Background: an optimization exercise with open tools, aiming at small area and a short achievable clock period. Do not read the settings as production practice.
The RTL was checked by simulation tests, not by an equivalence proof against the original design.
No activity file was given, so power comes from the tool's default toggle rates.

==> flow/design.v, too long to show whole: its modules and the start of the top module <==
// module top: 2369 lines
module top( clk, in_num1, in_num2, out_num);
  // ...
==> flow/flow/run.sh <==
#!/bin/bash
# Standard synthesis, then two netlist passes, each checked for equivalence
# with Yosys before it is used:
#   fapol.py  removes the inverters that Yosys's full-adder extraction leaves
#             around fa cells (flips full adders, writes half adders as gates)
#   addrep.py replaces the final adder (registers -> out_num) with a
#             Kogge-Stone adder in AOI/OAI cells
# then the standard layout from that netlist.  Registers are untouched.
# Each tool's output goes to a log file of its own in the work folder.
set -euo pipefail
W=$(pwd)
R=$W/orfs/results/$FLOW_PLATFORM/top/base
LIB=$FLOW_HOME/platforms/$FLOW_PLATFORM/lib/sky130_fd_sc_hd__tt_025C_1v80.lib

bash standard.sh synth > $W/flow_synth.log 2>&1
cp $R/1_2_yosys.v $W/netlist_standard.v

check() {  # check NAME NETLIST: equivalence of NETLIST with the standard netlist
  sed -e "s#@LIB@#$LIB#g" -e "s#@GOLD@#$W/netlist_standard.v#" -e "s#@GATE@#$2#" \
    flow/eq.ys > $W/eq_$1.ys
  yosys -l $W/flow_equiv_$1.log $W/eq_$1.ys > /dev/null 2>&1
}

CUR=$W/netlist_standard.v
if python3 flow/fapol.py $CUR $W/netlist_fapol.v > $W/flow_fapol.log 2>&1 \
   && check fapol $W/netlist_fapol.v; then
  CUR=$W/netlist_fapol.v
else
  echo "fapol not used" >> $W/flow_fapol.log
fi
if python3 flow/addrep.py $CUR flow/adder_map.json $W/netlist_addrep.v > $W/flow_addrep.log 2>&1 \
   && check addrep $W/netlist_addrep.v; then
  CUR=$W/netlist_addrep.v
else
  echo "addrep not used" >> $W/flow_addrep.log
fi
echo "layout netlist: $CUR" > $W/flow_netlist.log
if [[ $CUR != $W/netlist_standard.v ]]; then
  cp $CUR $R/1_2_yosys.v
  rm -f $R/1_synth.odb $R/1_synth.sdc
fi

bash standard.sh finish > $W/flow_layout.log 2>&1
==> flow/flow/adder_map.json <==
{
"out": "out_num",
"width": 64,
"inv": 1,
"x": [
[
"x_q",
0,
0
],
[
"x_q",
1,
1
],
[
"x_q",
2,
2
],
[
"x_q",
3,
3
],
[
"x_q",
4,
4
],
[
"x_q",
5,
5
],
[
"x_q",
6,
6
],
[
"x_q",
7,
7
],
[
"x_q",
8,
8
],
[
"x_q",
9,
9
],
[
"x_q",
10,
10
],
[
"x_q",
11,
11
],
[
"x_q",
12,
12
],
[
"x_q",
13,
13
],
[
"x_q",
14,
14
],
[
"x_q",
15,
15
],
[
"x_q",
16,
16
],
[
"x_q",
17,
17
],
[
"x_q",
18,
18
],
[
"x_q",
19,
19
],
[
"x_q",
20,
20
],
[
"x_q",
21,
21
],
[
"x_q",
22,
22
],
[
"x_q",
23,
23
],
[
"x_q",
24,
24
],
[
"x_q",
25,
25
],
[
"x_q",
26,
26
],
[
"x_q",
27,
27
],
[
"x_q",
28,
28
],
[
"x_q",
29,
29
],
[
"x_q",
30,
30
],
[
"x_q",
31,
31
],
[
"x_q",
32,
32
],
[
"x_q",
33,
33
],
[
"x_q",
34,
34
],
[
"x_q",
35,
35
],
[
"x_q",
36,
36
],
[
"x_q",
37,
37
],
[
"x_q",
38,
38
],
[
"x_q",
39,
39
],
[
"x_q",
40,
40
],
[
"x_q",
41,
41
],
[
"x_q",
42,
42
],
[
"x_q",
43,
43
],
[
"x_q",
44,
44
],
[
"x_q",
45,
45
],
[
"x_q",
46,
46
],
[
"x_q",
47,
47
],
[
"x_q",
48,
48
],
[
"x_q",
49,
49
],
[
"x_q",
50,
50
],
[
"x_q",
51,
51
],
[
"x_q",
52,
52
],
[
"x_q",
53,
53
],
[
"x_q",
54,
54
],
[
"x_q",
55,
55
],
[
"x_q",
56,
56
],
[
"x_q",
57,
57
],
[
"x_q",
58,
58
],
[
"x_q",
59,
59
],
[
"x_q",
60,
60
],
[
"x_q",
61,
61
],
[
"x_q",
62,
62
],
[
"x_q",
63,
63
]
],
"y": [
[
"y_q",
0,
2
],
[
"y_q",
1,
3
],
[
"y_q",
2,
4
],
[
"y_q",
3,
5
],
[
"y_q",
4,
6
],
[
"y_q",
5,
7
],
[
"y_q",
6,
8
],
[
"y_q",
7,
9
],
[
"y_q",
8,
10
],
[
"y_q",
9,
11
],
[
"y_q",
10,
12
],
[
"y_q",
11,
13
],
[
"y_q",
12,
14
],
[
"y_q",
13,
15
],
[
"y_q",
14,
16
],
[
"y_q",
15,
17
],
[
"y_q",
16,
18
],
[
"y_q",
17,
19
],
[
"y_q",
18,
20
],
[
"y_q",
19,
21
],
[
"y_q",
20,
22
],
[
"y_q",
21,
23
],
[
"y_q",
22,
24
],
[
"y_q",
23,
25
],
[
"y_q",
24,
26
],
[
"y_q",
25,
27
],
[
"y_q",
26,
28
],
[
"y_q",
27,
29
],
[
"y_q",
28,
30
],
[
"y_q",
29,
31
],
[
"y_q",
30,
32
],
[
"y_q",
31,
33
],
[
"y_q",
32,
34
],
[
"y_q",
33,
35
],
[
"y_q",
34,
36
],
[
"y_q",
35,
37
],
[
"y_q",
36,
38
],
[
"y_q",
37,
39
],
[
"y_q",
38,
40
],
[
"y_q",
39,
41
],
[
"y_q",
40,
42
],
[
"y_q",
41,
43
],
[
"y_q",
42,
44
],
[
"y_q",
43,
45
],
[
"y_q",
44,
46
],
[
"y_q",
45,
47
],
[
"y_q",
46,
48
],
[
"y_q",
47,
49
],
[
"y_q",
48,
50
],
[
"y_q",
49,
51
],
[
"y_q",
50,
52
],
[
"y_q",
51,
53
],
[
"y_q",
52,
54
],
[
"y_q",
53,
55
],
[
"y_q",
54,
56
],
[
"y_q",
55,
57
],
[
"y_q",
56,
58
],
[
"y_q",
57,
59
],
[
"y_q",
58,
60
],
[
"y_q",
59,
61
],
[
"y_q",
60,
62
]
]
}
==> flow/flow/addrep.py <==
#!/usr/bin/env python3
"""Replace the final adder of a flat sky130 netlist with a Kogge-Stone adder.

The final adder is the combinational cone that drives the output bus: it
reads only the registers listed in the map file (register base name and
index -> product column) and drives out_num.  This pass deletes that cone
and writes, cell by cell, a Kogge-Stone adder in alternating AOI/OAI logic
in its place.  Registers, ports and the rest of the netlist are unchanged.

usage: addrep.py in.v map.json out.v
"""
import json
import re
import sys

src = open(sys.argv[1]).read()
amap = json.load(open(sys.argv[2]))
OUT = amap.get('out', 'out_num')
W = amap['width']

inst_re = re.compile(r'^  (sky130_fd_sc_hd__\w+)\s+(\S+)\s*\((.*?)\);\n', re.S | re.M)
pin_re = re.compile(r'\.(\w+)\(\s*(.*?)\s*\)(?=,|\s*$)', re.S)
OUTPINS = {'X', 'Y', 'Q', 'Q_N', 'SUM', 'COUT', 'HI', 'LO'}

insts = []
for m in inst_re.finditer(src):
    pins = [(p, n.strip()) for p, n in pin_re.findall(m.group(3))]
    insts.append([m.group(1), m.group(2), pins, m.start(), m.end()])
driver = {}
loads = {}
for i, (typ, name, pins, _, _) in enumerate(insts):
    for p, n in pins:
        if p in OUTPINS:
            driver[n] = i
        else:
            loads.setdefault(n, []).append(i)

def is_ff(i):
    return 'dfxtp' in insts[i][0] or 'dfrtp' in insts[i][0]

if re.search(r'^\s*assign\b', src, re.M):
    sys.exit('netlist has assign statements; not handled')

# the register nets feeding the adder, by column
ffq = {}
for i, (typ, name, pins, _, _) in enumerate(insts):
    if is_ff(i):
        ffq[name] = dict(pins)['Q']
INV = amap.get('inv', 0)
xcol = {}
ycol = {}
for key, tab in (('x', xcol), ('y', ycol)):
    for reg, idx, col in amap[key]:
        nm = f'\\{reg}[{idx}]$_DFF_P_'
        if nm not in ffq:
            sys.exit(f'no register {nm}')
        tab[col] = ffq[nm]
leaves = set(xcol.values()) | set(ycol.values())

# the cone from the outputs back to the leaves
cone = set()
stack = [f'{OUT}[{b}]' for b in range(W)]
seen = set()
while stack:
    n = stack.pop()
    if n in seen or n in leaves:
        continue
    seen.add(n)
    if n not in driver:
        sys.exit(f'net {n} in the adder cone has no driver')
    i = driver[n]
    if is_ff(i):
        sys.exit(f'adder cone reaches register {insts[i][1]} outside the map')
    cone.add(i)
    for p, m in insts[i][2]:
        if p not in OUTPINS:
            stack.append(m)
# the cone must not drive anything outside it
outs = set(f'{OUT}[{b}]' for b in range(W))
for i in cone:
    for p, n in insts[i][2]:
        if p in OUTPINS:
            for j in loads.get(n, []):
                if j not in cone:
                    sys.exit(f'cone cell {insts[i][1]} drives {insts[j][1]} outside the cone')
# the leaves must drive only the cone
for n in leaves:
    for j in loads.get(n, []):
        if j not in cone:
            sys.exit(f'register {n} drives {insts[j][1]} outside the adder')

# ---- build the Kogge-Stone adder -------------------------------------
cells = []
wires = []
cnt = [0]

def esc(n):
    return n + ' ' if n.startswith('\\') else n

def new(prefix):
    cnt[0] += 1
    n = f'_ks_{prefix}{cnt[0]}_'
    wires.append(n)
    return n

def cell(typ, conns):
    cnt[0] += 1
    body = ',\n'.join(f'    .{p}({esc(n)})' for p, n in conns)
    cells.append(f'  sky130_fd_sc_hd__{typ} _ks_c{cnt[0]}_ (\n{body}\n  );\n')

# a signal is (net, inverted) or a constant 0/1
invcache = {}

def get(sig, want_inv):
    """net carrying sig in the requested polarity (want_inv=1: inverted)."""
    net, inv = sig
    if inv == want_inv:
        return net
    key = net
    if key not in invcache:
        o = new('i')
        cell('inv_1', [('A', net), ('Y', o)])
        invcache[key] = o
    return invcache[key]

# level 0: g = x&y (as nand: inverted), t = x|y (as nor: inverted), h = x^y
G = {}
T = {}
H = {}
for c in range(W):
    x = xcol.get(c)
    y = ycol.get(c)
    if x and y and not INV:
        g = new('g')
        cell('nand2_1', [('A', x), ('B', y), ('Y', g)])
        t = new('t')
        cell('nor2_1', [('A', x), ('B', y), ('Y', t)])
        h = new('h')
        cell('xor2_1', [('A', x), ('B', y), ('X', h)])
        G[c], T[c], H[c] = (g, 1), (t, 1), (h, 0)
    elif x and y:
        # registers hold the complements: g = nor, t = nand, h = xor
        g = new('g')
        cell('nor2_1', [('A', x), ('B', y), ('Y', g)])
        t = new('t')
        cell('nand2_1', [('A', x), ('B', y), ('Y', t)])
        h = new('h')
        cell('xor2_1', [('A', x), ('B', y), ('X', h)])
        G[c], T[c], H[c] = (g, 0), (t, 0), (h, 0)
    elif x or y:
        v = x or y
        G[c], T[c], H[c] = 0, (v, INV), (v, INV)
    else:
        G[c], T[c], H[c] = 0, 0, 0

def combine(gi, ti, gj, tj, need_t):
    """(gi, ti) o (gj, tj) -> (gi | ti&gj, ti&tj)."""
    # generate
    if gj == 0 or ti == 0:
        g = gi
    elif gi == 0:
        # ti & gj
        if ti[1] == 1 and gj[1] == 1:
            o = new('g')
            cell('nor2_1', [('A', ti[0]), ('B', gj[0]), ('Y', o)])
            g = (o, 0)
        else:
            o = new('g')
            cell('nand2_1', [('A', get(ti, 0)), ('B', get(gj, 0)), ('Y', o)])
            g = (o, 1)
    elif gi[1] == 1:
        # inverted inputs -> oai21: Y = !((A1|A2)&B1) = gi | ti&gj
        o = new('g')
        cell('o21ai_1', [('A1', get(ti, 1)), ('A2', get(gj, 1)), ('B1', gi[0]), ('Y', o)])
        g = (o, 0)
    else:
        # true inputs -> aoi21: Y = !((A1&A2)|B1)
        o = new('g')
        cell('a21oi_1', [('A1', get(ti, 0)), ('A2', get(gj, 0)), ('B1', gi[0]), ('Y', o)])
        g = (o, 1)
    if not need_t:
        return g, None
    if ti == 0 or tj == 0:
        t = 0
    elif ti[1] == 1 and tj[1] == 1:
        o = new('t')
        cell('nor2_1', [('A', ti[0]), ('B', tj[0]), ('Y', o)])
        t = (o, 0)
    elif ti[1] == 0 and tj[1] == 0:
        o = new('t')
        cell('nand2_1', [('A', ti[0]), ('B', tj[0]), ('Y', o)])
        t = (o, 1)
    else:
        # follow the polarity of gi's output: choose by majority
        if g != 0 and g[1] == 0:
            o = new('t')
            cell('nor2_1', [('A', get(ti, 1)), ('B', get(tj, 1)), ('Y', o)])
            t = (o, 0)
        else:
            o = new('t')
            cell('nand2_1', [('A', get(ti, 0)), ('B', get(tj, 0)), ('Y', o)])
            t = (o, 1)
    return g, t

d = 1
while d < W:
    nG, nT = dict(G), dict(T)
    for i in range(W):
        j = i - d
        if j < 0:
            continue
        need_t = (i - 2 * d) >= 0
        nG[i], nT[i] = combine(G[i], T[i], G[j], T[j], need_t)
    G, T = nG, nT
    d *= 2

# sums: s_i = h_i ^ carry_i, carry_i = G[i-1]
for c in range(W):
    o = f'{OUT}[{c}]'
    h = H[c]
    cin = G[c - 1] if c > 0 else 0
    if h == 0 and cin == 0:
        cell('conb_1', [('LO', o)])
    elif cin == 0:
        cell('buf_1', [('A', get(h, 0)), ('X', o)])
    elif h == 0:
        cell('buf_1', [('A', get(cin, 0)), ('X', o)])
    else:
        if h[1] ^ cin[1]:
            cell('xnor2_1', [('A', h[0]), ('B', cin[0]), ('Y', o)])
        else:
            cell('xor2_1', [('A', h[0]), ('B', cin[0]), ('X', o)])

# ---- rewrite -------------------------------------------------------------
out = []
pos = 0
for i, (typ, name, pins, st, en) in enumerate(insts):
    out.append(src[pos:st])
    pos = en
    if i in cone:
        continue
    out.append(src[st:en])
out.append(src[pos:])
res = ''.join(out)
k = res.rindex('endmodule')
res = res[:k] + ''.join(cells) + res[k:]
k = res.index(';', res.index('module')) + 2
res = res[:k] + ''.join(f'  wire {w};\n' for w in wires) + res[k:]
open(sys.argv[3], 'w').write(res)
print(f'adder cone of {len(cone)} cells replaced by {len(cells)} cells', file=sys.stderr)
==> flow/flow/eq.ys <==
read_liberty -ignore_miss_func @LIB@
read_verilog @GOLD@
rename top gold
read_verilog @GATE@
rename top gate
flatten gold gate
hierarchy -check
equiv_make gold gate equiv
hierarchy -top equiv
opt_clean
equiv_simple -seq 1
equiv_status -assert
==> flow/flow/fapol.py <==
#!/usr/bin/env python3
"""Remove inverters around full-adder cells in a flat sky130 gate netlist.

A full adder is self-dual: FA(~a,~b,~c) = (~cout, ~sum).  Yosys's extract_fa
often leaves an FA working in the opposite polarity to its neighbours, with
inverters on its inputs and outputs.  This pass chooses, for every fa_* cell,
whether to flip it (complement all its inputs and outputs) so that the number
of signals that need an inverter is smallest, then rebuilds the inverters.
Registers, ports and every other cell keep their names and functions.

usage: fapol.py in.v out.v
"""
import re
import sys
import random

src = open(sys.argv[1]).read()

inst_re = re.compile(r'^  (sky130_fd_sc_hd__\w+)\s+(\S+)\s*\((.*?)\);\n', re.S | re.M)
pin_re = re.compile(r'\.(\w+)\(\s*(.*?)\s*\)(?=,|\s*$)', re.S)

OUTPINS = {'X', 'Y', 'Q', 'Q_N', 'SUM', 'COUT', 'HI', 'LO'}

insts = []   # [type, name, [(pin, net)], start, end]
for m in inst_re.finditer(src):
    typ, name, body = m.group(1), m.group(2), m.group(3)
    pins = [(p, n.strip()) for p, n in pin_re.findall(body)]
    insts.append([typ, name, pins, m.start(), m.end()])

driver = {}          # net -> inst index
loads = {}           # net -> [(inst index, pin)]
for i, (typ, name, pins, _, _) in enumerate(insts):
    for p, n in pins:
        if p in OUTPINS:
            driver[n] = i
        else:
            loads.setdefault(n, []).append((i, p))

def is_inv(i):
    return re.match(r'sky130_fd_sc_hd__(inv|clkinv)_\d+$', insts[i][0]) is not None

def is_fa(i):
    return re.match(r'sky130_fd_sc_hd__fa_\d+$', insts[i][0]) is not None

def is_ha(i):
    return re.match(r'sky130_fd_sc_hd__ha_\d+$', insts[i][0]) is not None

# nets that are ports or otherwise referenced outside cells (assign statements)
body_wo_insts = inst_re.sub('', src)
port_like = set()
for tok in re.findall(r'assign\s+(.*?);', body_wo_insts, re.S):
    for n in re.findall(r'(\\\S+ |[A-Za-z_][\w\[\]]*)', tok):
        port_like.add(n.strip())
m = re.search(r'module\s+\w+\s*\((.*?)\);', src, re.S)
ports = [p.strip() for p in m.group(1).split(',')]
decl = {}
for d, rng, names in re.findall(r'^\s*(input|output)\s*(\[\d+:\d+\])?\s*(.*?);', src, re.M):
    for nm in names.split(','):
        nm = nm.strip()
        if rng:
            hi, lo = map(int, rng[1:-1].split(':'))
            for b in range(min(hi, lo), max(hi, lo) + 1):
                port_like.add(f'{nm}[{b}]')
        port_like.add(nm)

def base_of(net):
    """(base net, inversion) following inverter chains backwards."""
    inv = 0
    while net in driver and is_inv(driver[net]) and net not in port_like:
        i = driver[net]
        a = dict(insts[i][2])['A']
        net = a
        inv ^= 1
    return net, inv

# every inverter whose output is not a port is removable: its loads are
# re-expressed against the base signal.
removable = set(i for i in range(len(insts)) if is_inv(i)
                and dict(insts[i][2])['Y'] not in port_like)

# consumers: base net -> list of (consumer inst or None for port, pin, inv)
consumers = {}
for i, (typ, name, pins, _, _) in enumerate(insts):
    if i in removable:
        continue
    for p, n in pins:
        if p in OUTPINS:
            continue
        b, inv = base_of(n)
        consumers.setdefault(b, []).append((i, p, inv))
for n in port_like:
    if n in driver and not (is_inv(driver[n]) and driver[n] in removable):
        pass
# ports driven through removable inverters cannot happen (excluded above)

fa_idx = [i for i in range(len(insts)) if is_fa(i)]
ha_idx = [i for i in range(len(insts)) if is_ha(i)]
flip = {i: 0 for i in fa_idx}
hflip = {}                      # HA output net -> flip
for i in ha_idx:
    for p, n in insts[i][2]:
        if p in OUTPINS:
            hflip[n] = 0

def base_flip(b):
    if b in hflip:
        return hflip[b]
    i = driver.get(b)
    if i is not None and i in flip:
        return flip[i]
    return 0

def need_inv(b):
    """True if base net b needs an inverter under the current flips."""
    fb = base_flip(b)
    for (i, p, inv) in consumers.get(b, []):
        if i in ha_set:
            continue            # a half adder takes either polarity
        fc = flip.get(i, 0)
        if inv ^ fb ^ fc:
            return True
    return False
ha_set = set(ha_idx)

# nets touched by each FA
fa_nets = {}
for i in fa_idx:
    s = set()
    for p, n in insts[i][2]:
        if p in OUTPINS:
            s.add(n)
        else:
            s.add(base_of(n)[0])
    fa_nets[i] = s

def cost_nets(nets):
    return sum(1 for b in nets if need_inv(b))

all_bases = set(consumers.keys())
before = sum(1 for i in removable)
start = cost_nets(all_bases)

random.seed(1)
improved = True
rounds = 0
while improved and rounds < 50:
    improved = False
    rounds += 1
    order = fa_idx[:]
    random.shuffle(order)
    for i in order:
        nets = fa_nets[i]
        c0 = cost_nets(nets)
        flip[i] ^= 1
        c1 = cost_nets(nets)
        if c1 < c0:
            improved = True
        else:
            flip[i] ^= 1
    for b in hflip:
        c0 = cost_nets([b])
        hflip[b] ^= 1
        c1 = cost_nets([b])
        if c1 < c0:
            improved = True
        else:
            hflip[b] ^= 1
end = cost_nets(all_bases)
print(f'inverters before {before} (signals {start}), after {end}, '
      f'flipped {sum(flip.values())} of {len(fa_idx)} FAs, {len(ha_idx)} HAs as gates', file=sys.stderr)

# rebuild
newinv = {}
lines = []
cnt = 0
def inv_net(b):
    global cnt
    if b not in newinv:
        cnt += 1
        newinv[b] = f'_fapol_n{cnt}_'
    return newinv[b]

def esc(n):
    return n + ' ' if n.startswith('\\') else n

def cell(typ, name, conns):
    body = ',\n'.join(f'    .{p}({esc(n)})' for p, n in conns)
    return f'  sky130_fd_sc_hd__{typ} {name} (\n{body}\n  );\n'

def ha_gates(i, name, pins):
    """A half adder as two gates that take the base nets directly."""
    d = dict(pins)
    (ba, ia), (bb, ib) = base_of(d['A']), base_of(d['B'])
    ia ^= base_flip(ba)
    ib ^= base_flip(bb)
    co, so = d['COUT'], d['SUM']
    oc, os_ = hflip[co], hflip[so]
    res = ''
    if ia == ib:
        # cout = (A^ia) & (B^ia), output inverted if oc
        typ = {(0, 0): 'and2_1', (0, 1): 'nand2_1', (1, 0): 'nor2_1', (1, 1): 'or2_1'}[(ia, oc)]
        res += cell(typ, name + '_c', [('A', ba), ('B', bb), ('X' if typ in ('and2_1', 'or2_1') else 'Y', co)])
    else:
        if ia:                  # !A & B
            na, pb = ba, bb
        else:
            na, pb = bb, ba
        if not oc:              # nor2b: Y = !A & B_N
            res += cell('nor2b_1', name + '_c', [('A', na), ('B_N', pb), ('Y', co)])
        else:                   # nand2b: Y = A_N | !B
            res += cell('nand2b_1', name + '_c', [('A_N', na), ('B', pb), ('Y', co)])
    if ia ^ ib ^ os_:
        res += cell('xnor2_1', name + '_s', [('A', ba), ('B', bb), ('Y', so)])
    else:
        res += cell('xor2_1', name + '_s', [('A', ba), ('B', bb), ('X', so)])
    return res

out = []
pos = 0
for i, (typ, name, pins, st, en) in enumerate(insts):
    out.append(src[pos:st])
    pos = en
    if i in removable:
        continue
    if i in ha_set:
        out.append(ha_gates(i, name, pins))
        continue
    newpins = []
    for p, n in pins:
        if p in OUTPINS:
            newpins.append((p, n))
            continue
        b, inv = base_of(n)
        if i not in removable:
            fb = base_flip(b)
            fc = flip.get(i, 0)
            if inv ^ fb ^ fc:
                newpins.append((p, inv_net(b)))
            else:
                newpins.append((p, b))
    body = ',\n'.join(f'    .{p}({esc(n)})' for p, n in newpins)
    out.append(f'  {typ} {name} (\n{body}\n  );\n')
out.append(src[pos:])
res = ''.join(out)
add = []
decl_w = []
for b, n in newinv.items():
    decl_w.append(f'  wire {n};\n')
    add.append(f'  sky130_fd_sc_hd__inv_1 {n}inv (\n    .A({esc(b)}),\n    .Y({n})\n  );\n')
k = res.rindex('endmodule')
res = res[:k] + ''.join(add) + res[k:]
# declare new wires after the module header's port declarations
k = res.index(';', res.index('module')) + 2
res = res[:k] + ''.join(decl_w) + res[k:]
open(sys.argv[2], 'w').write(res)
==> flow/standard.sh <==
#!/bin/bash
# synth_recipe.tcl (not shown) runs the flow's synth.tcl, then flattens the netlist and writes it again
# the make line also repeats each setting of config.mk as NAME=value (left out here)
make -C /OpenROAD-flow-scripts/flow DESIGN_CONFIG=/design/flow/config.mk WORK_HOME=/design/flow/orfs CLKGATE_MAP_FILE= SYNTH_SCRIPT=/design/flow/synth_recipe.tcl "${@:-finish}"
==> flow/config.mk <==
export PLATFORM = sky130hd
export DESIGN_NAME = top
export DESIGN_NICKNAME = top
export VERILOG_FILES = /design/flow/design.v
export SDC_FILE = /design/flow/constraint.sdc
export NUM_CORES = 4
export LEC_CHECK = 0
export CAP_MARGIN = 20
export CORE_MARGIN = 2
export CORE_UTILIZATION = 30
export PLACE_DENSITY = 0.5
export SETUP_SLACK_MARGIN = 4.4
export SLEW_MARGIN = 20
==> flow/constraint.sdc <==
create_clock -name core_clock -period 8.5 [get_ports {clk}]
set_input_delay 1.7000 -clock core_clock [delete_from_list [all_inputs] [get_ports {clk}]]
set_output_delay 1.7000 -clock core_clock [all_outputs]
set_load 0.01 [all_outputs]
==> impl_metrics.sql, run 1 <==
INSERT INTO impl_metrics (metric_group, metric, value, unit) VALUES
('run_status', 'status', 'complete, no violations', ''),
('floorplan', 'die_h', '312', 'um'),
('timing', 'report.final.slew_viol_count', '0', ''),
('floorplan', 'die_area', '97200', 'um2'),
('worst_setup_path', 'critical_path.slowest_cell', 'dfxtp_2', ''),
('worst_setup_path', 'r2r-start', 's1[12]$_DFF_P_', ''),
('timing', 'finClkSkew', '11.4', 'ps'),
('pwr', 'p_leak', '16.1', 'nW'),
('cells_and_area', 'fillCellCount', '9298', ''),
('hold_path', 'whs_path_depth', '2', ''),
('worst_setup_path', 'critical_path.most_common_cell', 'nand2_2', ''),
('worst_setup_path', 'timing.critical_path.to', 'out_num[49]', ''),
('cells_and_area', 'postLayoutCellArea', '37000', 'um2'),
('place', 'port-buffer-count', '128', ''),
('floorplan', 'initial_core_util', '30.4', '%'),
('global_route', 'top_usage_layer', 'met2', ''),
('pwr', 'power_density', '488', 'nW/um2'),
('clock_tree', 'clk_path_buf_depth', '3', ''),
('route', 'drtPass1Iterations', '17', ''),
('hold_path', 'classification_of_the_worst_slack_hold_path', 'flop to flop', ''),
('worst_setup_path', 'cp_slowest_stage_delay', '350', 'ps'),
('pwr', 'pwr.group.sequential', '2.20', 'mW'),
('worst_setup_path', 'timing.reg2reg.worst_path_depth', '11', ''),
('yosys', 'syn_area_per_cell', '8.61', 'um2'),
('floorplan', 'boundaryPins', '129', ''),
('cells_and_area', 'finalCoreUtilization', '39.6', '%'),
('route', 'first_iter_violations', '7178', '');
==> inputs of run 2 (changes only) <==
--- a/flow/config.mk
+++ b/flow/config.mk
@@ -10,4 +10,3 @@
 export CORE_UTILIZATION = 30
 export PLACE_DENSITY = 0.5
-export SETUP_SLACK_MARGIN = 4.4
 export SLEW_MARGIN = 20
==> run 2 against run 1 <==
Still clean on timing, DRC and antenna. Clock power is essentially flat. Sequential power shrank about 10%. Non-clock buffer count shrank 126. First-iteration DRC count shrank 0.84%. Area after synthesis is the same. Synthesized cell count is the same. Maximum frequency shrank 20%. Cell count shrank 2.8%. Flip-flop and latch count is the same.
==> impl_metrics.sql, run 2 <==
INSERT INTO impl_metrics (metric_group, metric, value, unit) VALUES
('floorplan', 'die_area', '97200', 'um2'),
('place', 'dp.cells', '4476', ''),
('yosys', 'synth_area', '28400', 'um2'),
('clock_tree', 'clock_latency', '600', 'ps'),
('clock_tree', 'cts_buffers', '29', ''),
('clock_tree', 'cts.repair_timing.setup_buffer_count', '0', ''),
('pwr', 'switching_share', '55.2', '%'),
('route', 'post_drt_wl_per_cell', '29.5', 'um'),
('global_route', 'total_grt_usage', '26.6', '%'),
('floorplan', 'floorplan.die.width', '312', 'um'),
('flow_run', 'timing.max_cap.violations', '0', ''),
('worst_setup_path', 'cp_max_fo', '5', ''),
('pwr', 'irDropWorstVdd', '0.000241', 'V'),
('timing', 'worst_slew_margin_rel', '11.4', '%'),
('route', 'ant_nets', '0', ''),
('timing', 'worstMarginPinSlew', '1330', 'ps'),
('clock_tree', 'post_cts_resize_count', '0', ''),
('pwr', 'finalPower', '14.9', 'mW'),
('timing', 'timing.final.ws_setup', '3210', 'ps'),
('run_status', 'status', 'complete, no violations', ''),
('route', 'post-route-drc-count', '0', ''),
('cells_and_area', 'top_regs', 'x_q x64, y_q x61, t_q x33', ''),
('floorplan', 'die_h', '312', 'um'),
('pwr', 'p_leak', '14.4', 'nW'),
('place', 'port-buffer-count', '128', ''),
('yosys', 'syn-num-nets', '3847', ''),
('yosys', 'ys.warnings.count', '1', ''),
('clock_tree', 'cts-htree-levels', '1', ''),
('worst_setup_path', 'critPathArrivalTime', '3590', 'ps'),
('timing', 'report.final.slew_viol_count', '0', ''),
('cells_and_area', 'drive_gt1_share', '5.28', '%'),
('global_route', 'wire_length_of_the_first_global_routing_pass', '193000', 'um'),
('pwr', 'clockPowerShare', '8.4', '%'),
('cells_and_area', 'layout_common_cells', 'inv_1 (736), a222oi_1 (496), fa_1 (420)', ''),
('yosys', 'synth_cells', '3300', ''),
('cells_and_area', 'multi_input_gate_area', '19800', 'um2'),
('pwr', 'comb_power_share', '78.4', '%'),
('cells_and_area', 'postLayoutCellArea', '31800', 'um2'),
('worst_setup_path', 'setup.worst_path.class', 'flop to output pin', ''),
('timing', 'final.period_utilization', '62.2', '%'),
('worst_setup_path', 'endpoint_kind_of_the_worst_setup_timing_path', 'output pin', ''),
('floorplan', 'fp.coreArea', '93600', 'um2'),
('cells_and_area', 'finalCoreUtilization', '34.0', '%'),
('timing', 'finClkSkew', '16.5', 'ps'),
('floorplan', 'rows', '112', ''),
('clock_tree', 'clock_sink_count', '238', ''),
('place', 'dpl_worst_slack', '3440', 'ps'),
('timing', 'fin_tns_setup', '0', 'ps'),
('timing', 'timing.hold.ws', '679', 'ps'),
('clock_tree', 'tritoncts', 'done', ''),
('global_route', 'initial_antenna_violation_count', '9', ''),
('global_route', 'largest_net_degree_at_the_start_of_global_routing', '35', ''),
('global_route', 'grt_pass1_vias', '28300', ''),
('timing', 'grt_setup_unrepaired', 'false', ''),
('cells_and_area', 'area.growth.synth_to_final', '12.0', '%'),
('timing', 'max_clock_freq', '189', 'MHz'),
('cells_and_area', 'design.final.nets', '3800', ''),
('pwr', 'power.switching', '8.26', 'mW'),
('cells_and_area', 'layout.area.seq', '4810', 'um2'),
('clock_tree', 'clock_tree.root_cell', 'clkbuf_16', ''),
('timing', 'fin_crit', '5290', 'ps'),
('pwr', 'power.share.sequential', '13.2', '%'),
('worst_setup_path', 'worst-endpoint-required', '6800', 'ps'),
('cells_and_area', 'regMostFlops', 'x_q', ''),
('cells_and_area', 'max_ffs_per_register', '64', ''),
('cells_and_area', 'fillCellCount', '9889', ''),
('clock_tree', 'clk_transition_reported_paths', '60', 'ps'),
('place', 'post_dp_cell_area', '30900', 'um2'),
('clock_tree', 'hold_buf_cts', '0', ''),
('pwr', 'power_density', '469', 'nW/um2'),
('yosys', 'syn_area_per_cell', '8.61', 'um2'),
('pwr', 'p_int', '6.69', 'mW'),
('route', 'totalWireLength', '133000', 'um'),
('route', 'first_iter_violations', '7118', ''),
('cells_and_area', 'insertedDiodeCount', '0', ''),
('route', 'drtPass1Iterations', '17', ''),
('timing', 'setup_violations', '0', ''),
('cells_and_area', 'layout.cells.most_common', 'inv_1', ''),
('route', 'avgViaCountPerCell', '6.12', ''),
('hold_path', 'classification_of_the_worst_slack_hold_path', 'flop to flop', ''),
('cells_and_area', 'final_cells', '4528', ''),
('floorplan', 'boundaryPins', '129', ''),
('place', 'routabilityCongestion', '1.01', ''),
('place', 'dp.final_hpwl', '86200', 'um'),
('floorplan', 'initial_core_util', '30.4', '%'),
('global_route', 'globalRoute.totalOverflow', '0', ''),
('worst_setup_path', 'worstSetupStartpointType', 'flop', ''),
('timing', 'finalHoldViolCount', '0', ''),
('clock_tree', 'clk_path_buf_depth', '3', ''),
('route', 'num_vias', '27700', '');
-- run 2: cell count changes in the layout (fill, tap and decap cells not counted), moves of 64 or more --
cell	change
a21oi_1	+132
nor2_1	+119
a21oi_4	-65
nand2_2	-64
o21ai_1	+93
a21oi_2	-67
nand2_1	+118
nor2_4	-86
dfxtp_1	+91
dfxtp_4	-75
-- run 2: per-layer routing --
layer  wire length (um)  share of wire (%)  GRT usage, %  vias to the layer above
met5                 80              0.060         0.395                        -
met4               6210                4.7          10.7                        8
met3              21200                 16          9.94                      439
met2              55600                 42          39.4                     2470
met1              50200                 38          34.7                    13400
li1                   -                  -             -                    11400
-- run 2: worst paths after layout --
path,endpoint,slack (ps),cells after the start,startpoint
min,x_q[63]$_DFF_P_,680,2,t_q[33]$_DFF_P_
max,out_num[50],3210,9,x_q[2]$_DFF_P_
min reg2reg,x_q[63]$_DFF_P_,680,2,t_q[33]$_DFF_P_
max reg2reg,y_q[36]$_DFF_P_,3790,10,s1[13]$_DFF_P_
-- run 2: worst max-delay path: stages (launching register included) --
cell and delay, ps:
dfxtp_1 320, nor2_1 340, a21oi_1 270, o21ai_1 380, a21oi_1 210, o21ai_1 400, inv_1 80, o21ai_1 260
xor2_1 180, clkdlybuf4s50_1 550
-- run 2: final cells by class --
class / instances / area share (%)
Tap cell: 1254 / 4.93
Sequential cell: 238 / 15.1
Multi-Input combinational cell: 2031 / 62.2
Clock inverter: 16 / 0.601
Timing Repair Buffer: 217 / 6.12
Clock buffer: 36 / 2.42
Inverter: 736 / 8.68
-- run 2: power by group through the flow --
stage	combinational, mW	sequential [mW]	clock [mW]
after floorplan	5.68	1.85	0
after global placement	11.3	1.97	0
after detailed placement	11.3	1.99	0
after CTS	11.4	1.96	1.29
after global routing	12.6	2.02	1.34
final	11.7	1.98	1.25
==> inputs of run 3 (changes only) <==
--- a/flow/flow/run.sh
+++ b/flow/flow/run.sh
@@ -41,3 +41,4 @@
 fi
 
+export BUFFER_PORTS_ARGS="-buffer_cell sky130_fd_sc_hd__buf_2"
 bash standard.sh finish > $W/flow_layout.log 2>&1
--- a/flow/flow/adder_map.json
+++ b/flow/flow/adder_map.json
@@ -3,4 +3,5 @@
 "width": 64,
 "inv": 1,
+"arch": "ks",
 "x": [
 [
--- a/flow/flow/addrep.py
+++ b/flow/flow/addrep.py
@@ -203,15 +203,39 @@
     return g, t
 
-d = 1
-while d < W:
+ARCH = amap.get('arch', 'ks')
+if ARCH == 'ks':
+    d = 1
+    while d < W:
+        nG, nT = dict(G), dict(T)
+        for i in range(W):
+            j = i - d
+            if j < 0:
+                continue
+            need_t = (i - 2 * d) >= 0
+            nG[i], nT[i] = combine(G[i], T[i], G[j], T[j], need_t)
+        G, T = nG, nT
+        d *= 2
+else:
+    # Han-Carlson: Kogge-Stone on the odd bits (after pairing each odd bit
+    # with the even bit below it), then one level for the even bits
     nG, nT = dict(G), dict(T)
-    for i in range(W):
-        j = i - d
-        if j < 0:
-            continue
-        need_t = (i - 2 * d) >= 0
-        nG[i], nT[i] = combine(G[i], T[i], G[j], T[j], need_t)
+    for i in range(1, W, 2):
+        nG[i], nT[i] = combine(G[i], T[i], G[i - 1], T[i - 1], i >= 3)
     G, T = nG, nT
-    d *= 2
+    d = 2
+    while d < W:
+        nG, nT = dict(G), dict(T)
+        for i in range(1, W, 2):
+            j = i - d
+            if j < 0:
+                continue
+            need_t = (i - 2 * d) >= 0
+            nG[i], nT[i] = combine(G[i], T[i], G[j], T[j], need_t)
+        G, T = nG, nT
+        d *= 2
+    nG = dict(G)
+    for i in range(2, W, 2):
+        nG[i], _ = combine(G[i], T[i], G[i - 1], None, False)
+    G = nG
 
 # sums: s_i = h_i ^ carry_i, carry_i = G[i-1]
--- a/flow/flow/eq.ys
+++ b/flow/flow/eq.ys
@@ -6,4 +6,5 @@
 flatten gold gate
 hierarchy -check
+rename -hide w:* w:*.IQ %d i:* %d o:* %d
 equiv_make gold gate equiv
 hierarchy -top equiv
--- a/flow/flow/fapol.py
+++ b/flow/flow/fapol.py
@@ -141,4 +141,16 @@
 start = cost_nets(all_bases)
 
+# cells whose outputs are ports keep their polarity
+pinned = set()
+for i in fa_idx + ha_idx:
+    for p, n in insts[i][2]:
+        if p in OUTPINS and n in port_like:
+            pinned.add(i)
+            if n in hflip:
+                hflip[n] = None
+pinned_nets = set(n for n, v in hflip.items() if v is None)
+for n in pinned_nets:
+    hflip[n] = 0
+
 random.seed(1)
 improved = True
@@ -150,4 +162,6 @@
     random.shuffle(order)
     for i in order:
+        if i in pinned:
+            continue
         nets = fa_nets[i]
         c0 = cost_nets(nets)
@@ -159,4 +173,6 @@
             flip[i] ^= 1
     for b in hflip:
+        if b in pinned_nets:
+            continue
         c0 = cost_nets([b])
         hflip[b] ^= 1
--- a/flow/config.mk
+++ b/flow/config.mk
@@ -7,6 +7,7 @@
 export LEC_CHECK = 0
 export CAP_MARGIN = 20
+export CELL_PAD_IN_SITES_DETAIL_PLACEMENT = 1
 export CORE_MARGIN = 2
-export CORE_UTILIZATION = 30
-export PLACE_DENSITY = 0.5
+export CORE_UTILIZATION = 40
+export SETUP_SLACK_MARGIN = 4.2
 export SLEW_MARGIN = 20
==> run 3 against run 2 <==
Still clean on timing, DRC and antenna. Cell count is 23% lower. Flip-flop and latch count did not move. Power shrank 3.9%. Wire length fell by 5.5%. Non-clock buffer count is 13 higher. Combinational power is 6% lower. Design area is 7.3% lower. Critical path type is now flop to flop. Critical endpoint is now y_q[32]$_DFF_P_. Largest cell class unchanged. Largest power group unchanged.
==> impl_metrics.sql, run 3 <==
INSERT INTO impl_metrics (metric_group, metric, value, unit) VALUES
('yosys', 'syn_area_per_cell', '9.73', 'um2'),
('pwr', 'power.switching', '7.96', 'mW'),
('run_status', 'status', 'complete, no violations', ''),
('clock_tree', 'clk_path_buf_depth', '3', ''),
('worst_setup_path', 'worst_r2r_endpoint', 'y_q[32]$_DFF_P_', ''),
('yosys', 'synth_area', '26000', 'um2'),
('cells_and_area', 'drive_gt1_share', '21.4', '%'),
('pwr', 'clockPowerShare', '8.6', '%'),
('cells_and_area', 'layout_common_cells', 'a222oi_1 (496), fa_1 (420), nand2_1 (199)', ''),
('cells_and_area', 'regMostFlops', 'x_q', ''),
('timing', 'finClkSkew', '28.7', 'ps'),
('place', 'port-buffer-count', '128', ''),
('clock_tree', 'clk_transition_reported_paths', '60', 'ps'),
('clock_tree', 'tritoncts', 'done', ''),
('hold_path', 'classification_of_the_worst_slack_hold_path', 'flop to flop', ''),
('route', 'avgViaCountPerCell', '7.59', ''),
('timing', 'setup_violations', '0', ''),
('floorplan', 'die_area', '67000', 'um2'),
('timing', 'report.final.slew_viol_count', '0', ''),
('place', 'dp.final_hpwl', '80300', 'um'),
('worst_setup_path', 'timing.reg2reg.worst_path_depth', '7', ''),
('worst_setup_path', 'setup.worst_path.class', 'flop to flop', ''),
('floorplan', 'die_h', '259', 'um'),
('pwr', 'power_density', '487', 'nW/um2'),
('cells_and_area', 'fillCellCount', '7029', ''),
('floorplan', 'initial_core_util', '40.4', '%'),
('timing', 'max_clock_freq', '230', 'MHz'),
('flow_run', 'timing.max_cap.violations', '0', ''),
('clock_tree', 'clock_sink_count', '238', ''),
('route', 'routed-wl-met2', '54400', 'um'),
('clock_tree', 'clock_tree.root_cell', 'clkbuf_16', ''),
('timing', 'final.period_utilization', '51.1', '%'),
('cells_and_area', 'max_ffs_per_register', '64', ''),
('floorplan', 'boundaryPins', '129', ''),
('route', 'num_vias', '26600', ''),
('clock_tree', 'clock_latency', '570', 'ps'),
('hold_path', 'worstHoldEndpoint', 'x_q[63]$_DFF_P_', ''),
('route', 'highest_layer', 'met5', ''),
('pwr', 'p_leak', '9.91', 'nW'),
('floorplan', 'floorplan.die.width', '259', 'um'),
('floorplan', 'rows', '93', ''),
('route', 'first_iter_violations', '7392', ''),
('hold_path', 'whs_path_depth', '2', ''),
('place', 'post_dp_cell_area', '27200', 'um2'),
('yosys', 'ys.warnings.count', '1', ''),
('worst_setup_path', 'r2r-start', 'a_q[9]$_DFF_P_', ''),
('worst_setup_path', 'critPathArrivalTime', '4780', 'ps'),
('route', 'totalWireLength', '126000', 'um'),
('cells_and_area', 'layout.cells.most_common', 'a222oi_1', ''),
('global_route', 'globalRoute.totalOverflow', '0', ''),
('route', 'wl_met1', '41900', 'um'),
('worst_setup_path', 'endpoint_kind_of_the_worst_setup_timing_path', 'flop', ''),
('global_route', 'largest_net_degree_at_the_start_of_global_routing', '35', ''),
('clock_tree', 'hold_buf_cts', '0', ''),
('worst_setup_path', 'worstSetupStartpointType', 'flop', ''),
('place', 'routabilityCongestion', '1.07', ''),
('global_route', 'total_grt_usage', '36.4', '%'),
('global_route', 'grt_pass1_vias', '28500', ''),
('clock_tree', 'cts_buffers', '27', ''),
('worst_setup_path', 'cp_max_fo', '32', ''),
('timing', 'fin_crit', '4350', 'ps'),
('pwr', 'switching_share', '55.4', '%'),
('worst_setup_path', 'worst-endpoint-required', '8930', 'ps'),
('worst_setup_path', 'ff2ff_setup_slack', '4150', 'ps'),
('timing', 'grt_setup_unrepaired', 'true', ''),
('floorplan', 'fp.coreArea', '64300', 'um2'),
('pwr', 'p_int', '6.41', 'mW'),
('clock_tree', 'cts-htree-levels', '1', ''),
('cells_and_area', 'design.final.nets', '3118', ''),
('timing', 'finalHoldViolCount', '0', ''),
('pwr', 'power.share.sequential', '14.6', '%'),
('route', 'post-route-drc-count', '0', ''),
('route', 'drtPass1Iterations', '19', ''),
('yosys', 'syn-num-nets', '3154', ''),
('global_route', 'wire_length_of_the_first_global_routing_pass', '182000', 'um'),
('cells_and_area', 'top_regs', 'x_q x64, y_q x61, t_q x33', ''),
('cells_and_area', 'postLayoutCellArea', '29500', 'um2'),
('global_route', 'initial_antenna_violation_count', '4', ''),
('pwr', 'comb_power_share', '76.8', '%'),
('timing', 'worst_slew_margin_rel', '13.8', '%'),
('timing', 'fin_tns_setup', '0', 'ps'),
('pwr', 'irDropWorstVdd', '0.000350', 'V'),
('route', 'post_drt_wl_per_cell', '35.9', 'um'),
('cells_and_area', 'area.growth.synth_to_final', '13.7', '%'),
('route', 'ant_nets', '0', ''),
('yosys', 'synth_cells', '2669', ''),
('route', 'dr_wl_met3', '20400', 'um'),
('timing', 'worstMarginPinSlew', '1290', 'ps'),
('hold_path', 'worst_hold_startpoint', 't_q[33]$_DFF_P_', '');
## run 3: cell types whose count changed in the layout (fill, tap and decap cells not counted), sizes merged, moves of 21 or more
cell	delta
ha	-62
clkdlybuf4s50	-128
buf	+141
xor2	+39
xnor2	+21
and2	+32
inv	-691
## run 3: worst max path at each step
| stage | startpoint | to | slack (ps) |
|---|---|---|---|
| detailed placement | in_num1[1] | t_q[29]$_DFF_P_ | 3560 |
| floorplan | in_num1[1] | t_q[29]$_DFF_P_ | 4510 |
| CTS | y_q[33]$_DFF_P_ | out_num[42] | 4120 |
| finish | a_q[9]$_DFF_P_ | y_q[32]$_DFF_P_ | 4150 |
| global placement | in_num1[1] | t_q[29]$_DFF_P_ | 3630 |
| global route | y_q[40]$_DFF_P_ | out_num[49] | 4050 |
## run 3: cell type report
| cell class | count | area, um2 | area share, % |
|---|---|---|---|
| Clock buffer | 30 | 707 | 2.39 |
| Inverter | 45 | 169 | 0.572 |
| Clock inverter | 18 | 228 | 0.771 |
| Multi-Input combinational cell | 2091 | 21100 | 71.5 |
| Sequential cell | 238 | 4840 | 16.4 |
| Tap cell | 855 | 1070 | 3.62 |
| Timing Repair Buffer | 230 | 1410 | 4.76 |
| Antenna cell | 1 | 2.50 | 0.00848 |
## run 3: through the flow
stage          cells  hold WS, ps  util [%]  power (mW)  setup WS, ps
2_1_floorplan   2669          581         -        7.32          4510
3_3_place_gp    3432          635      42.2        11.6          3630
3_5_place_dp    3432          640      42.2        11.8          3560
4_1_cts         3496          659      44.8        13.5          4120
5_1_grt         3508          687      45.9        15.2          4050
6_report        3508          686      45.9        14.4          4150
## run 3: what timing repair did
item,CTS,global route
setup buffers,16,11
pin swaps,8,23
endpoints found under the setup margin,51,49
resized for setup,146,166
endpoints found under the hold margin,0,0
## run 3: power groups by stage
| stage | clock network [mW] | logic, mW | registers (mW) |
|---|---|---|---|
| floorplan | 0 | 5.47 | 1.85 |
| CTS | 1.26 | 10.2 | 2.04 |
| global placement | 0 | 9.53 | 2.04 |
| finish | 1.23 | 11.0 | 2.09 |
| global route | 1.29 | 11.8 | 2.11 |
| detailed placement | 0 | 9.74 | 2.06 |
## run 3: worst max-delay path: stages, from the launching register on
cell      delay [ps]
dfxtp_2          960
a222oi_1         290
fa_1             670
fa_1             460
fa_1             470
fa_1             390
fa_1             520
fa_1             420
## run 3: layer usage
metal | track usage [%] | up-vias
li1 | - | 10100
met1 | 42.1 | 13000
met2 | 55.7 | 2712
met3 | 16.4 | 790
met4 | 20.9 | 6
met5 | 0.427 | -

-- afterwards: timing with drivers on the ports --
The results above use ideal ports. As a check the final layouts listed here were re-extracted and re-timed, cells and wires unchanged. Step 1, drivers: a clkbuf_16 drives clk and a buf_2 each remaining input, both assumed. Step 2 moves the port delays by t, midway between the first and last clock arrival at a register: inputs arrive t later, outputs are due t later. That takes back most of the time a late clock gives input paths. Three values: ideal ports, drivers, drivers and shift; two values: the first two.
| run | t, ns | setup slack, ns | hold WS [ns] | pins driven straight from the clock port |
|---|---|---|---|---|
| run 1 | 0.661 | 4.246 / 4.180 / 3.887 | 0.655 / 0.655 / 0.655 | 1 |
| run 2 | 0.655 | 3.214 / 3.149 / 3.463 | 0.679 / 0.679 / 0.679 | 1 |
| run 3 | 0.613 | 4.154 / 4.119 / 3.746 | 0.686 / 0.686 / 0.686 | 1 |
After both steps every run listed still meets setup and hold. The setup slack of run 3, which loses most, moves by -0.035 ns with the drivers and by -0.408 ns with both steps.
